Background: an optimization exercise with open tools, aiming at small area. Do not read the settings as production practice.
Where RTL was checked, it was by simulation tests only, not by an equivalence proof against the original.
Function not checked in run 2: the RTL went through the layout flow alone.
Power is estimated from default activity; no workload was simulated.

`flow/design.v`:
```
function automatic [10:0] f_add(input [10:0] a, input [10:0] b, input ci);
	integer i; reg c;
	begin
		c = ci;
		for (i = 0; i < 11; i = i + 1) begin
			f_add[i] = a[i] ^ b[i] ^ c;
			c = (a[i] & b[i]) | (a[i] & c) | (b[i] & c);
		end
	end
endfunction
function automatic [10:0] f_sub(input [10:0] a, input [10:0] b);
	f_sub = f_add(a, ~b, 1'b1);
endfunction
function automatic f_lt(input [10:0] a, input [10:0] b);
	integer i; reg r;
	begin
		r = 1'b0;
		for (i = 0; i < 11; i = i + 1)
			r = (~a[i] & b[i]) | (~(a[i] ^ b[i]) & r);
		f_lt = r;
	end
endfunction
function automatic [10:0] f_inc(input [10:0] a);
	integer i; reg c;
	begin
		c = 1'b1;
		for (i = 0; i < 11; i = i + 1) begin
			f_inc[i] = a[i] ^ c;
			c = a[i] & c;
		end
	end
endfunction
function automatic f_cmp(input [10:0] a, input [10:0] b, input ci);
	integer i; reg r;
	begin
		r = ci;
		for (i = 0; i < 11; i = i + 1)
			r = (~a[i] & b[i]) | (~(a[i] ^ b[i]) & r);
		f_cmp = r;
	end
endfunction
module pong
(
	input             clk,
	input             rst,
	input      [3:0]  sw,
	input      [3:0]  btn,
	output     [2:0]  led,
	output            hs,
	output            vs,
	output     [7:0]  rgb,
	output     [6:0]  seg,
	output     [3:0]  an
);
function automatic [10:0] f_add(input [10:0] a, input [10:0] b, input ci);
	integer i; reg c;
	begin
		c = ci;
		for (i = 0; i < 11; i = i + 1) begin
			f_add[i] = a[i] ^ b[i] ^ c;
			c = (a[i] & b[i]) | (a[i] & c) | (b[i] & c);
		end
	end
endfunction
function automatic [10:0] f_sub(input [10:0] a, input [10:0] b);
	f_sub = f_add(a, ~b, 1'b1);
endfunction
function automatic f_lt(input [10:0] a, input [10:0] b);
	integer i; reg r;
	begin
		r = 1'b0;
		for (i = 0; i < 11; i = i + 1)
			r = (~a[i] & b[i]) | (~(a[i] ^ b[i]) & r);
		f_lt = r;
	end
endfunction
function automatic [10:0] f_inc(input [10:0] a);
	integer i; reg c;
	begin
		c = 1'b1;
		for (i = 0; i < 11; i = i + 1) begin
			f_inc[i] = a[i] ^ c;
			c = a[i] & c;
		end
	end
endfunction
function automatic f_cmp(input [10:0] a, input [10:0] b, input ci);
	integer i; reg r;
	begin
		r = ci;
		for (i = 0; i < 11; i = i + 1)
			r = (~a[i] & b[i]) | (~(a[i] ^ b[i]) & r);
		f_cmp = r;
	end
endfunction
reg  [10:0] X;
reg  [9:0]  V;
wire [9:0]  P    = X[10:1];
wire        xend = X[10] & X[9] & X[6] & X[0];           
wire        vend = V[9] & V[3] & V[2] & V[0];            
wire        ft   = (X == 11'd2) & (V == 10'd480);
wire        ft1  = (X == 11'd3) & (V == 10'd480);         
always @(posedge clk) begin
	if (rst)
		X <= 11'd1601;
	else if (xend)
		X <= 11'd0;
	else
		X <= f_inc(X);
	if (rst)
		V <= 10'd525;
	else if (xend & vend)
		V <= 10'd0;
	else
		V <= f_add(V, 11'd0, xend);
end
assign hs = ~(~f_lt(P, 10'd648) & f_lt(P, 10'd744));
assign vs = ~(V[9:1] == 9'd241);                         
reg  [9:0] bh;           
reg  [8:0] bv;           
reg        hdir;         
reg        vdir;         
reg  [3:0] spd;
reg        cw, cp, ovl;
always @(posedge clk) spd <= sw;
wire       h_r0 = hdir ? f_lt(bh, 10'd46) : ~f_lt(bh, 10'd591);
wire       h_r1 = hdir ? (~f_lt(bh, 10'd46) & f_lt(bh, 10'd61)) : (~f_lt(bh, 10'd576) & f_lt(bh, 10'd591));
wire [3:0] h_lo = hdir ? f_add(bh[3:0], 4'd2, 1'b0) : f_sub(4'd14, bh[3:0]);
wire       v_r0 = vdir ? f_lt(bv, 9'd76) : ~f_lt(bv, 9'd401);
wire [3:0] v_lo = vdir ? f_add(bv[3:0], 4'd4, 1'b0) : f_sub(4'd0, bv[3:0]);
reg        wl;
wire       hf = hdir ? wl : cw;
wire       vf = v_r0 & f_cmp(v_lo, spd, ~vdir);
wire       mh = ft & ~cp & ~hf;
wire       mv = ft & ~cp & ~vf;
wire [9:0] oh = {{6{mh & hdir}}, {4{mh}} & (spd ^ {4{hdir}})};
wire [8:0] ov = {{5{mv & vdir}}, {4{mv}} & (spd ^ {4{vdir}})};
wire [9:0] bh_n = f_add(bh, oh, mh & hdir);
wire [8:0] bv_n = f_add(bv, ov, mv & vdir);
wire       hdir_n = hdir ^ (ft & (cp | hf));
always @(posedge clk) begin
	if (rst) begin
		bh <= 10'd310;
		bv <= 9'd230;
		hdir <= 1'b0;
		vdir <= 1'b0;
	end else begin
		bh <= bh_n;
		bv <= bv_n;
		hdir <= hdir_n;
		vdir <= vdir ^ (ft & ~cp & vf);
	end
end
reg  [6:0] lk, rk;
wire       l_dn = ft & btn[0] & ~(lk[6] & lk[1]);                 
wire       l_up = ft & ~l_dn & btn[1] & (|lk);                    
wire       r_dn = ft & btn[2] & ~(rk[6] & rk[1]);
wire       r_up = ft & ~r_dn & btn[3] & (|rk);
wire [6:0] lk_n = f_add(lk, {{6{l_up}}, l_dn | l_up}, 1'b0);
wire [6:0] rk_n = f_add(rk, {{6{r_up}}, r_dn | r_up}, 1'b0);
always @(posedge clk) begin
	if (rst) begin
		lk <= 7'd33;
		rk <= 7'd33;
	end else begin
		lk <= lk_n;
		rk <= rk_n;
	end
end
wire       bsel = (P[9:4] == 6'd0) & ~ft1;
wire [6:0] ks = (ft1 ? ~hdir : P[9]) ? rk : lk;
wire [8:0] k5 = f_add({ks, 2'b00}, ks, 1'b0);
wire [8:0] pa = bsel ? bv : k5;
wire [8:0] ra = ft1 ? bv : V[8:0];
wire [9:0] dd = f_sub(ra, pa);
wire       d_pad = ~dd[9] & ~f_lt(dd, 10'd65) & f_lt(dd, 10'd86);        
reg        brow;
always @(posedge clk) if (bsel) brow <= (dd[9:3] == 7'd0) & f_lt(dd[2:0], 3'd5);
wire       w_lt = f_lt(h_lo, sw);
wire       wall = h_r0 & f_cmp(h_lo, sw, 1'b1);
wire       padh = h_r0 | (h_r1 & w_lt);
always @(posedge clk) wl <= h_r0 & w_lt;
wire       ovl_new = ~dd[9] & ~f_lt(dd, 10'd61) & f_lt(dd, 10'd86);     
wire       ovl_now = ft1 ? ovl_new : ovl;
always @(posedge clk) begin
	if (rst) begin
		cw <= 1'b0;
		cp <= 1'b0;
		ovl <= 1'b1;
	end else begin
		cw <= wall;
		if (!wall) cp <= padh & ovl_now;
		if (ft1) ovl <= ovl_new;
	end
end
assign led = {1'b0, cw, cp};
wire [9:0] dh = f_sub(P, bh);
wire ball_on = f_lt(dh, 10'd5) & brow;
wire pad_on = ((~f_lt(P, 10'd40) & f_lt(P, 10'd46)) | (~f_lt(P, 10'd595) & f_lt(P, 10'd601))) & d_pad;
wire bg_v = ~f_lt(V, 10'd55) & f_lt(V, 10'd426);
wire bg_h = ~f_lt(P, 10'd25) & f_lt(P, 10'd616);
wire bg_on = bg_v & bg_h & (f_lt(P, 10'd31) | ~f_lt(P, 10'd610) | f_lt(V, 10'd61) | ~f_lt(V, 10'd420));
assign rgb = {8{ball_on | pad_on | bg_on}};
reg  [3:0] p10, p11, p20, p21;
reg        cwd;
wire       hit = cw & ~cwd;
wire       e10 = hit & hdir;
wire       e20 = hit & ~hdir;
wire       e11 = e10 & p10[3] & p10[0];        
wire       e21 = e20 & p20[3] & p20[0];
always @(posedge clk) cwd <= cw;      
always @(posedge clk) begin
	if (rst) begin
		p10 <= 4'd0; p11 <= 4'd0; p20 <= 4'd0; p21 <= 4'd0;
	end else begin
		p10 <= bcd_inc(p10, e10);
		p11 <= bcd_inc(p11, e11);
		p20 <= bcd_inc(p20, e20);
		p21 <= bcd_inc(p21, e21);
	end
end
function automatic [3:0] bcd_inc(input [3:0] d, input e);
	begin
		bcd_inc[0] = d[0] ^ e;
		bcd_inc[1] = d[1] ^ (e & d[0] & ~d[3]);
		bcd_inc[2] = d[2] ^ (e & d[0] & d[1]);
		bcd_inc[3] = d[3] ^ (e & d[0] & (d[3] | (d[1] & d[2])));
	end
endfunction
reg  [15:0] lf;
wire        upd = (lf == 16'h44da);
always @(posedge clk) begin
	if (rst)
		lf <= 16'd0;
	else if (upd)
		lf <= 16'd1;
	else
		lf <= {lf[14:0], ~(lf[15] ^ lf[8])};
end
reg [1:0] cnt;
reg [3:0] digit;
reg [3:0] sc;        
always @(posedge clk) begin
	if (rst) begin
		cnt <= 2'd0;
		digit <= 4'd0;
		sc <= 4'd15;
	end else if (upd) begin
		digit <= cnt[1] ? (cnt[0] ? p11 : p20) : (cnt[0] ? p21 : p10);
		sc <= digit;
		cnt <= {cnt[1] ^ cnt[0], ~cnt[0]};
	end
end
wire [3:0] q = sc;
assign seg[0] = (q == 4'd1) | (q == 4'd4) | (q == 4'd15);
assign seg[1] = (q == 4'd5) | (q == 4'd6) | (q == 4'd15);
assign seg[2] = (q == 4'd2) | (q == 4'd15);
assign seg[3] = (q == 4'd1) | (q == 4'd4) | (q == 4'd7) | (q == 4'd15);
assign seg[4] = (q == 4'd1) | (q == 4'd3) | (q == 4'd4) | (q == 4'd5) | (q == 4'd7) | (q == 4'd9) | (q == 4'd15);
assign seg[5] = (q == 4'd1) | (q == 4'd2) | (q == 4'd3) | (q == 4'd7) | (q == 4'd15);
assign seg[6] = (q == 4'd0) | (q == 4'd1) | (q == 4'd7) | (q == 4'd15);
wire blank = &sc;
assign an = {blank | (cnt != 2'd1), blank | (cnt != 2'd2), blank | (cnt != 2'd3), blank | (cnt != 2'd0)};
endmodule
```
`flow/flow/run.sh`:
```
#!/bin/bash
# The standard layout, with the port buffers made of the smallest buffer
# cell and the buffers that synthesis (ABC) inserted removed at floorplan.
set -euo pipefail
bash standard.sh "BUFFER_PORTS_ARGS=-buffer_cell sky130_fd_sc_hd__buf_1" "REMOVE_ABC_BUFFERS=1" finish > standard.log 2>&1
```
`flow/standard.sh`:
```
#!/bin/bash
# synth_recipe.tcl (not shown) runs the flow's synth.tcl, then flattens the netlist and writes it again
# the make line also repeats each setting of config.mk as NAME=value (left out here)
make -C /OpenROAD-flow-scripts/flow DESIGN_CONFIG=/design/flow/config.mk WORK_HOME=/design/flow/orfs CLKGATE_MAP_FILE= SYNTH_SCRIPT=/design/flow/synth_recipe.tcl "${@:-finish}"
```
`flow/config.mk`:
```
export PLATFORM = sky130hd
export DESIGN_NAME = pong
export DESIGN_NICKNAME = pong
export VERILOG_FILES = /design/flow/design.v
export SDC_FILE = /design/flow/constraint.sdc
export NUM_CORES = 4
export LEC_CHECK = 0
export CAP_MARGIN = 20
export CORE_MARGIN = 2
export CORE_UTILIZATION = 40
export CTS_BUF_LIST = sky130_fd_sc_hd__clkbuf_4 sky130_fd_sc_hd__clkbuf_8
export CTS_CLUSTER_SIZE = 12
export SLEW_MARGIN = 20
```
`flow/constraint.sdc`:
```
create_clock -name core_clock -period 10.0 [get_ports {clk}]
set_input_delay 2.0000 -clock core_clock [delete_from_list [all_inputs] [get_ports {clk}]]
set_output_delay 2.0000 -clock core_clock [all_outputs]
set_load 0.01 [all_outputs]
```
==> results of run 1 <==
## how the worst min path moves through the flow
stage               cells past startpoint  endpoint  startpoint
global route                            0       cwd          cw
CTS                                     0       cwd          cw
global placement                        0       cwd          cw
floorplan                               1      X[0]        X[0]
finish                                  0       cwd          cw
detailed placement                      0       cwd          cw
## cell type report
type	count	area share, %
timing repair buffer	33	1.833
sequential	108	30.90
inverter	55	2.936
clock inverter	5	0.9610
clock buffer	11	2.153
tap	216	3.844
multi-input combinational	481	57.38
## critical path, cell delays in order, from the launching register on
cell,delay (ps)
dfxtp_1,390
nor4_1,490
nand3_1,150
o21bai_2,390
mux2_2,400
mux2_2,260
ha_1,190
inv_1,60
fa_1,160
inv_1,50
fa_1,350
inv_1,70
fa_1,180
fa_1,180
fa_1,170
inv_1,50
fa_1,370
fa_1,380
fa_1,490
nand3b_1,100
nor2_1,180
a311o_1,340
buf_1,190
## report_power, final
part / switching [mW] / internal [mW] / total (mW)
combinational: 0.0573 / 0.0455 / 0.103
sequential: 0.0229 / 0.443 / 0.466
clock: 0.155 / 0.133 / 0.288
total: 0.235 / 0.621 / 0.857
## through the flow
stage          setup slack [ps]  util, %  instance area (sq um)  hold WS (ps)  power (mW)
3_3_place_gp               2517    42.57                   6812         412.5      0.5756
3_5_place_dp               2415    42.57                   6812         420.7      0.5791
4_1_cts                    1978    43.94                   7030         435.2      0.8699
6_report                   2026    43.94                   7030         433.5      0.8565
5_1_grt                    1543    43.94                   7030         446.5      0.9054
2_1_floorplan              2610        -                   6412         398.8      0.5445
## logic make-up (layout without fill, tap and decap cells)
family	Yosys count	count (layout)
AOI/OAI and AO/OA	87	87
xor gates and xnor gates	34	34
adders and majority gates	97	97
buffers and inverters	88	104
DFF	108	108
muxes	24	24
other	1	1
and+or+nand+nor	238	238
## state kept, by name (all words and copies together), names as in the netlist, 2 cells and up
register	flops
bh	10
rk	7
p11	4
X	11
bv	9
lf	16
V	10
p10	4
digit	4
sc	4
spd	4
p21	4
p20	4
cnt	2
lk	7
## cells in the mapped netlist (all sizes together), types with 3 or more instances
cell	n
a2111oi	3
a211o	4
a21o	10
a21oi	25
a31oi	6
and2	27
and3	4
buf	16
clkbuf	17
dfxtp	107
fa	47
ha	50
inv	55
mux2	8
mux2i	12
mux4	4
nand2	37
nand2b	10
nand3	11
nand4	11
nor2	55
nor2b	29
nor3	11
nor3b	4
nor4	6
nor4b	3
o21ai	20
or2	12
or3	7
or4	3
xnor2	24
xor2	10
## routing by layer
layer	global-route usage (%)	routed length, um	vias to the layer above	share of wire (%)
met4	4.839	161	0	1.3
li1	-	-	2280	-
met2	25.79	6130	61	49
met3	3.191	394	11	3.1
met1	19.76	5832	2156	47
met5	0	0	-	0
==> impl_metrics.prom, run 1 <==
# TYPE chip_impl_metric gauge
chip_impl_info{name="synth_top_family_by_area",value="adder cells"} 1
chip_impl_info{name="cp-end-kind",value="output pin"} 1
chip_impl_info{name="reg2reg_from",value="bv[1]"} 1
chip_impl_metric{name="post_layout_nonfiller_instances",unit=""} 909
chip_impl_metric{name="timing.final.crit_share",unit="%"} 79.74
chip_impl_info{name="layout_common_cells",value="107 x dfxtp_1, 55 x inv_1, 55 x nor2_1"} 1
chip_impl_metric{name="routabilityCongestion",unit=""} 0.8807
chip_impl_metric{name="cts.clk_slew.worst_paths",unit="ps"} 100
chip_impl_info{name="result_of_the_run",value="finished clean"} 1
chip_impl_metric{name="placed_cells",unit=""} 893
chip_impl_metric{name="post_cts.repair.setup_buffers",unit=""} 0
chip_impl_metric{name="cts.sinks",unit=""} 108
chip_impl_metric{name="fin_nets",unit=""} 795
chip_impl_metric{name="asyncSetResetFlopFracSynth",unit="%"} 0
chip_impl_info{name="worstSetupPathType",value="flop to output pin"} 1
chip_impl_metric{name="power.density",unit="nW/um^2"} 121.8
chip_impl_metric{name="clock_skew",unit="ps"} 9.766
chip_impl_metric{name="synth_edf_count",unit=""} 1
chip_impl_info{name="layout.cells.most_common",value="dfxtp_1"} 1
chip_impl_metric{name="ys_seq_elements",unit=""} 108
chip_impl_metric{name="leakage_dissipation",unit="nW"} 2.855
chip_impl_metric{name="register_area",unit="sq um"} 2172
chip_impl_metric{name="netlist_area",unit="sq um"} 6589
chip_impl_metric{name="crit_path_max_fanout",unit=""} 8
chip_impl_metric{name="viasPerCell",unit=""} 4.959
chip_impl_metric{name="hold_violation_count_in_the_final_report",unit=""} 0
chip_impl_metric{name="setup-tns-final",unit="ps"} 0
chip_impl_metric{name="area_overhead_vs_synth",unit="%"} 6.703
chip_impl_metric{name="finalWorstPathRequiredPeriod",unit="ps"} 7974
chip_impl_metric{name="drive_gt1_share",unit="%"} 7.504
chip_impl_metric{name="antennaDiodeCount",unit=""} 0
chip_impl_metric{name="worst_margin_pin_slew",unit="ps"} 826.6
chip_impl_metric{name="design.die.area",unit="sq um"} 17520
chip_impl_info{name="synth_top_area_cell",value="dfxtp_1"} 1
chip_impl_metric{name="globalRoute.totalOverflow",unit=""} 0
chip_impl_metric{name="multi_input_area",unit="sq um"} 4034
chip_impl_metric{name="cts.repair.resized",unit=""} 0
chip_impl_metric{name="mux_cell_area_share_after_synthesis",unit="%"} 4.558
chip_impl_metric{name="max-vdd-ir-drop",unit="V"} 0.00008766
chip_impl_metric{name="setup-violations-final",unit=""} 0
chip_impl_metric{name="grt_util_all_layers",unit="%"} 15.33
chip_impl_metric{name="core.rowCount",unit=""} 46
chip_impl_metric{name="routed-via-count",unit=""} 4508
chip_impl_metric{name="largest_net_degree_at_the_start_of_global_routing",unit=""} 82
chip_impl_metric{name="cell_variety_after_synth",unit=""} 61
chip_impl_metric{name="worstPathRequired",unit="ps"} 8000
chip_impl_metric{name="drv_slew",unit=""} 0
chip_impl_metric{name="synth_area_per_cell",unit="sq um"} 9.732
chip_impl_metric{name="pin_count",unit=""} 34
chip_impl_info{name="buffer_type_at_the_clock_tree_root",value="clkbuf_8"} 1
chip_impl_metric{name="cap_viol_max_count",unit=""} 0
chip_impl_info{name="worst_hold_path_type",value="flop to flop"} 1
chip_impl_metric{name="die_width",unit="um"} 132.3
chip_impl_info{name="critical_path.startpoint",value="X[6]"} 1
chip_impl_metric{name="postSynthCellCount",unit=""} 677
chip_impl_metric{name="fillers",unit=""} 1603
chip_impl_metric{name="synthSimpleGateAreaFrac",unit="%"} 19.83
chip_impl_info{name="worstSetupStartpointType",value="flop"} 1
chip_impl_metric{name="vias_in_the_first_global_route",unit=""} 4521
chip_impl_metric{name="synth_adder_area_share",unit="%"} 23.78
chip_impl_metric{name="drt_wl_total",unit="um"} 12520
chip_impl_metric{name="yosysWarningCount",unit=""} 1
chip_impl_info{name="post_synth_main_area_contributors",value="dfxtp_1 33%, fa_1 14%, ha_1 9.5%, xnor2_1 3.2%, inv_1 3.1%"} 1
chip_impl_metric{name="synth_seq_area_share",unit="%"} 32.97
chip_impl_metric{name="h_tree_lvl_count",unit=""} 3
chip_impl_info{name="synth-main-ff-cell",value="dfxtp_1"} 1
chip_impl_metric{name="dp_hpwl",unit="um"} 9587
chip_impl_metric{name="drt.antenna.violating_nets",unit=""} 0
chip_impl_metric{name="fp.coreArea",unit="sq um"} 16000
chip_impl_metric{name="r2r_slack",unit="ps"} 3980
chip_impl_metric{name="avgRoutedWirePerCell",unit="um"} 13.77
chip_impl_info{name="rsz0062_at_grt",value="false"} 1
chip_impl_metric{name="clock_insertion_delay_worst_skew",unit="ps"} 380
chip_impl_metric{name="drt-pass1-iter-count",unit=""} 4
chip_impl_info{name="worstReg2RegEnd",value="bv[8]"} 1
chip_impl_metric{name="synthDominantCellAreaShare",unit="%"} 32.51
chip_impl_info{name="tritoncts_clock_tree",value="built"} 1
chip_impl_metric{name="number_of_drc_markers_in_iteration_0",unit=""} 234
chip_impl_metric{name="initial_core_util",unit="%"} 41.18
chip_impl_metric{name="max_clock_freq",unit="MHz"} 125.4
chip_impl_metric{name="antenna_violations_before_repair",unit=""} 0
chip_impl_metric{name="cts-hold-fix-buffers",unit=""} 0
chip_impl_metric{name="relSlewSlack",unit="%"} 44.89
chip_impl_metric{name="max_buffers_root_to_sink",unit=""} 2
chip_impl_info{name="crit_end",value="rgb[7]"} 1
chip_impl_metric{name="grt_first_pass_wirelength",unit="um"} 21850
chip_impl_metric{name="synth_compound_gate_area_share",unit="%"} 8.488
chip_impl_metric{name="drt_drc_violations_left",unit=""} 0
chip_impl_metric{name="worst_ep_arrival_time",unit="ps"} 5970
chip_impl_metric{name="numCtsBuffers",unit=""} 9
chip_impl_metric{name="die_h",unit="um"} 132.3
chip_impl_metric{name="parity_gate_share_of_the_synthesized_area_counting_xor_and_xnor_cells",unit="%"} 4.520
chip_impl_metric{name="place.port_buffers",unit=""} 32
chip_impl_metric{name="depth_of_the_worst_register_to_register_path",unit=""} 22
==> run 2, diff against run 1 <==
--- a/flow/design.v
+++ b/flow/design.v
@@ -129,6 +129,5 @@
 wire       v_r0 = vdir ? f_lt(bv, 9'd76) : ~f_lt(bv, 9'd401);
 wire [3:0] v_lo = vdir ? f_add(bv[3:0], 4'd4, 1'b0) : f_sub(4'd0, bv[3:0]);
-reg        wl;
-wire       hf = hdir ? wl : cw;
+wire       hf = h_r0 & f_cmp(h_lo, spd, ~hdir);
 wire       vf = v_r0 & f_cmp(v_lo, spd, ~vdir);
 wire       mh = ft & ~cp & ~hf;
@@ -180,5 +179,4 @@
 wire       wall = h_r0 & f_cmp(h_lo, sw, 1'b1);
 wire       padh = h_r0 | (h_r1 & w_lt);
-always @(posedge clk) wl <= h_r0 & w_lt;
 wire       ovl_new = ~dd[9] & ~f_lt(dd, 10'd61) & f_lt(dd, 10'd86);     
 wire       ovl_now = ft1 ? ovl_new : ovl;
==> flow/flow/run.sh (replaced) <==
#!/bin/bash
# The standard layout, with the port buffers made of the smallest buffer
# cell, the buffers that synthesis (ABC) inserted removed at floorplan, and
# cells with spare slack shrunk after floorplan.
set -euo pipefail
bash standard.sh "BUFFER_PORTS_ARGS=-buffer_cell sky130_fd_sc_hd__buf_1" "REMOVE_ABC_BUFFERS=1" "POST_FLOORPLAN_TCL=$PWD/flow/recover.tcl" finish > standard.log 2>&1
==> flow/flow/recover.tcl (new file) <==
# after floorplan: shrink cells that have timing slack to spare
estimate_parasitics -placement
repair_timing -recover_power 100 -setup_margin 0.5
--- a/flow/config.mk
+++ b/flow/config.mk
@@ -9,5 +9,4 @@
 export CORE_MARGIN = 2
 export CORE_UTILIZATION = 40
-export CTS_BUF_LIST = sky130_fd_sc_hd__clkbuf_4 sky130_fd_sc_hd__clkbuf_8
-export CTS_CLUSTER_SIZE = 12
+export CTS_BUF_LIST = sky130_fd_sc_hd__clkbuf_8
 export SLEW_MARGIN = 20
==> impl_metrics.prom, run 2 <==
# TYPE chip_impl_metric gauge
chip_impl_info{name="post_synth_main_area_contributors",value="dfxtp_1 32%, fa_1 14%, ha_1 10%, nor2_1 3.1%, inv_1 2.8%"} 1
chip_impl_metric{name="hold_violation_count_in_the_final_report",unit=""} 0
chip_impl_metric{name="worstHoldPathCells",unit=""} 0
chip_impl_metric{name="worstPathRequired",unit="ps"} 8000
chip_impl_info{name="synth-main-ff-cell",value="dfxtp_1"} 1
chip_impl_info{name="worst_hold_path_type",value="flop to flop"} 1
chip_impl_metric{name="max-vdd-ir-drop",unit="V"} 0.0001128
chip_impl_metric{name="yosysWarningCount",unit=""} 1
chip_impl_metric{name="die_width",unit="um"} 133.3
chip_impl_metric{name="largest_net_degree_at_the_start_of_global_routing",unit=""} 67
chip_impl_metric{name="place.port_buffers",unit=""} 32
chip_impl_metric{name="finalWorstPathRequiredPeriod",unit="ps"} 9429
chip_impl_metric{name="clock_insertion_delay_worst_skew",unit="ps"} 390
chip_impl_metric{name="drive_gt1_share",unit="%"} 6.941
chip_impl_metric{name="routed-via-count",unit=""} 4756
chip_impl_metric{name="ys_seq_elements",unit=""} 107
chip_impl_metric{name="post_cts.repair.setup_buffers",unit=""} 0
chip_impl_info{name="cp_slowest_cell",value="nor3_1"} 1
chip_impl_metric{name="numCtsBuffers",unit=""} 9
chip_impl_metric{name="cell_variety_after_synth",unit=""} 60
chip_impl_info{name="timing.hold.worst.start",value="cw"} 1
chip_impl_metric{name="pin_count",unit=""} 34
chip_impl_metric{name="drt_drc_violations_left",unit=""} 0
chip_impl_info{name="registers.top_by_ff_count",value="lf"} 1
chip_impl_metric{name="max_clock_freq",unit="MHz"} 106.1
chip_impl_metric{name="netlist_area",unit="sq um"} 6685
chip_impl_metric{name="worst_path_largest_cell_delay",unit="ps"} 760
chip_impl_metric{name="routabilityCongestion",unit=""} 0.8430
chip_impl_metric{name="cts.clk_slew.worst_paths",unit="ps"} 100
chip_impl_metric{name="cap_viol_max_count",unit=""} 0
chip_impl_metric{name="globalRoute.totalOverflow",unit=""} 0
chip_impl_metric{name="drt_wl_total",unit="um"} 13550
chip_impl_metric{name="area_overhead_vs_synth",unit="%"} 6.588
chip_impl_metric{name="design.die.area",unit="sq um"} 17760
chip_impl_metric{name="setup-tns-final",unit="ps"} 0
chip_impl_info{name="worstSetupPathType",value="flop to output pin"} 1
chip_impl_info{name="worstSetupStartpointType",value="flop"} 1
chip_impl_metric{name="clock_skew",unit="ps"} 10.45
chip_impl_metric{name="number_of_drc_markers_in_iteration_0",unit=""} 199
chip_impl_info{name="synth_top_cells_by_count",value="106 x dfxtp_1, 56 x nor2_1, 54 x ha_1, 49 x inv_1, 47 x fa_1"} 1
chip_impl_metric{name="viasPerCell",unit=""} 5.136
chip_impl_metric{name="setup-violations-final",unit=""} 0
chip_impl_info{name="yosys.cell_count.top_type",value="dfxtp_1"} 1
chip_impl_metric{name="core.rowCount",unit=""} 47
chip_impl_metric{name="final_design_area_no_fill",unit="sq um"} 7126
chip_impl_metric{name="multi_input_area",unit="sq um"} 4173
chip_impl_metric{name="h_tree_lvl_count",unit=""} 3
chip_impl_metric{name="postSynthCellCount",unit=""} 690
chip_impl_metric{name="cts.repair.resized",unit=""} 0
chip_impl_metric{name="dp_hpwl",unit="um"} 10340
chip_impl_metric{name="synth_area_per_cell",unit="sq um"} 9.689
chip_impl_metric{name="synthDominantCellAreaShare",unit="%"} 31.74
chip_impl_metric{name="worst_margin_pin_slew",unit="ps"} 920.5
chip_impl_metric{name="crit_path_max_fanout",unit=""} 17
chip_impl_metric{name="flip_flop_count_of_the_largest_register_after_layout",unit=""} 16
chip_impl_metric{name="grt_first_pass_wirelength",unit="um"} 23480
chip_impl_info{name="result_of_the_run",value="finished clean"} 1
chip_impl_metric{name="r2r_slack",unit="ps"} 2850
chip_impl_metric{name="depth_of_the_worst_register_to_register_path",unit=""} 22
chip_impl_metric{name="timing.final.crit_share",unit="%"} 94.29
chip_impl_metric{name="worst_ep_arrival_time",unit="ps"} 7430
chip_impl_metric{name="cts-hold-fix-buffers",unit=""} 0
chip_impl_metric{name="power.density",unit="nW/um^2"} 120.9
chip_impl_info{name="reg2reg_from",value="V[2]"} 1
chip_impl_metric{name="antennaDiodeCount",unit=""} 0
chip_impl_metric{name="grt_util_all_layers",unit="%"} 16.39
chip_impl_info{name="worstReg2RegEnd",value="cp"} 1
chip_impl_metric{name="drv_slew",unit=""} 0
chip_impl_metric{name="antenna_violations_before_repair",unit=""} 0
chip_impl_info{name="layout.cells.most_common",value="dfxtp_1"} 1
chip_impl_info{name="crit_chain",value="or3_2 > nor3_1 > nand3_1 > nand4_1 > mux2_2 > ha_1 > fa_1 > fa_1 > inv_1 > fa_1 > fa_1 > fa_1 > inv_1 > fa_1 > fa_1 > fa_1 > nand3b_1 > a2111oi_0 > o211ai_1 > nand3_1 > buf_1"} 1
chip_impl_info{name="layout_common_cells",value="106 x dfxtp_1, 56 x nor2_1, 54 x ha_1"} 1
chip_impl_info{name="buffer_type_at_the_clock_tree_root",value="clkbuf_8"} 1
chip_impl_info{name="cp-end-kind",value="output pin"} 1
chip_impl_metric{name="synth_edf_count",unit=""} 1
chip_impl_info{name="critical-path-top-cell-by-count",value="fa_1"} 1
chip_impl_info{name="rsz0062_at_grt",value="false"} 1
chip_impl_metric{name="register_area",unit="sq um"} 2152
chip_impl_metric{name="vias_in_the_first_global_route",unit=""} 4875
chip_impl_metric{name="die_h",unit="um"} 133.3
chip_impl_metric{name="dpl_cell_area",unit="sq um"} 6913
chip_impl_metric{name="cts.sinks",unit=""} 107
chip_impl_metric{name="avgRoutedWirePerCell",unit="um"} 14.64
chip_impl_metric{name="fillers",unit=""} 1642
chip_impl_info{name="synth_top_area_cell",value="dfxtp_1"} 1
chip_impl_info{name="reg.largest.list",value="lf: 16 flops, X: 11 flops"} 1
chip_impl_metric{name="drt.antenna.violating_nets",unit=""} 0
chip_impl_metric{name="drt-pass1-iter-count",unit=""} 4
chip_impl_metric{name="fin_nets",unit=""} 813
chip_impl_metric{name="initial_core_util",unit="%"} 40.60
chip_impl_metric{name="synth_seq_area_share",unit="%"} 32.19
chip_impl_metric{name="relSlewSlack",unit="%"} 38.16
chip_impl_metric{name="max_buffers_root_to_sink",unit=""} 2
chip_impl_metric{name="leakage_dissipation",unit="nW"} 2.902
chip_impl_info{name="tritoncts_clock_tree",value="built"} 1
chip_impl_info{name="hold_end",value="cwd"} 1
chip_impl_metric{name="fp.coreArea",unit="sq um"} 16470
chip_impl_metric{name="final_core_util",unit="%"} 43.28
chip_impl_metric{name="asyncSetResetFlopFracSynth",unit="%"} 0
-- run 2: cell type report --
| cell class | count | area share [%] |
|---|---|---|
| clock buffer | 9 | 1.738 |
| tap | 220 | 3.863 |
| clock inverter | 6 | 1.247 |
| inverter | 49 | 2.581 |
| multi-input combinational | 502 | 58.56 |
| timing repair buffer | 33 | 1.809 |
| sequential | 107 | 30.20 |
-- run 2: how the worst max path moves through the flow --
stage / startpoint / to / slack [ps] / cells after the start
after floorplan: V[2] / rgb[0] / 1980 / 20
final: V[2] / rgb[6] / 570 / 21
after detailed placement: V[2] / rgb[6] / 1060 / 21
after CTS: V[2] / rgb[6] / 590 / 21
after global routing: V[2] / rgb[6] / 70 / 21
after global placement: V[2] / rgb[6] / 1230 / 21
-- run 2: cell families after synthesis --
family / Yosys count / synth area share [%]
buf+inv: 81 / 5.166
flops: 107 / 32.19
mux: 24 / 4.473
xor+xnor: 31 / 4.061
compound gates: 99 / 9.733
simple gates: 246 / 20.14
other cells: 1 / 0.05609
fa+ha+maj: 101 / 24.18
-- run 2: worst max-delay path, delay by kind of cell, from the launching register on --
family	cells	cell delay, ps
AOI/OAI and AO/OA	2	770
and+or+nand+nor	6	2400
DFF	1	390
muxes	1	410
adders and majority gates	9	2760
buffers and inverters	3	320
-- run 2: layer usage --
metal / part of all wire [%] / global-route usage (%) / vias up / wire length [um]
li1: - / - / 2352 / -
met1: 46 / 21.32 / 2299 / 6221
met2: 48 / 27.89 / 94 / 6524
met3: 4.6 / 3.158 / 11 / 625
met4: 1.3 / 4.610 / 0 / 180
met5: 0 / 0 / - / 0
-- run 2: through the flow --
step           setup slack, ps  std cells  hold slack (ps)  total power, mW
2_1_floorplan             1977        658            396.2           0.5433
3_3_place_gp              1234        911            401.7           0.5727
3_5_place_dp              1059        911            399.1           0.5760
4_1_cts                  593.6        926            414.8           0.8701
5_1_grt                  74.53        926            437.1           0.9091
6_report                 571.4        926            415.4           0.8614
-- run 2: power by group --
group          total (mW)  internal (mW)  switching (mW)
combinational       0.104         0.0467          0.0572
sequential          0.463          0.439          0.0239
clock               0.295          0.141           0.154
total               0.861          0.627           0.235

-- separate check: timing with driven ports --
The flow's constraints put no driver on any port. The routed layouts listed below were extracted and timed again, unchanged, in two steps. Step 1 sets driving cells, clkbuf_16 on the clock port and buf_2 on the other inputs (assumed; they add their load-dependent delay and slew). Step 2 also shifts input and output timing later by t, the mid clock arrival at the registers, as if the neighbouring blocks saw the same clock. Three values: no drivers, after step 1, after step 2; two values: the first two.
| run | shift t [ns] | setup slack, ns | pins driven straight from the clock port |
|---|---|---|---|
| run 1 | 0.419 | 2.026 / 1.984 / 2.403 | 1 |
| run 2 | 0.424 | 0.571 / 0.533 / 0.957 | 1 |
After both steps every run listed still meets setup and hold.
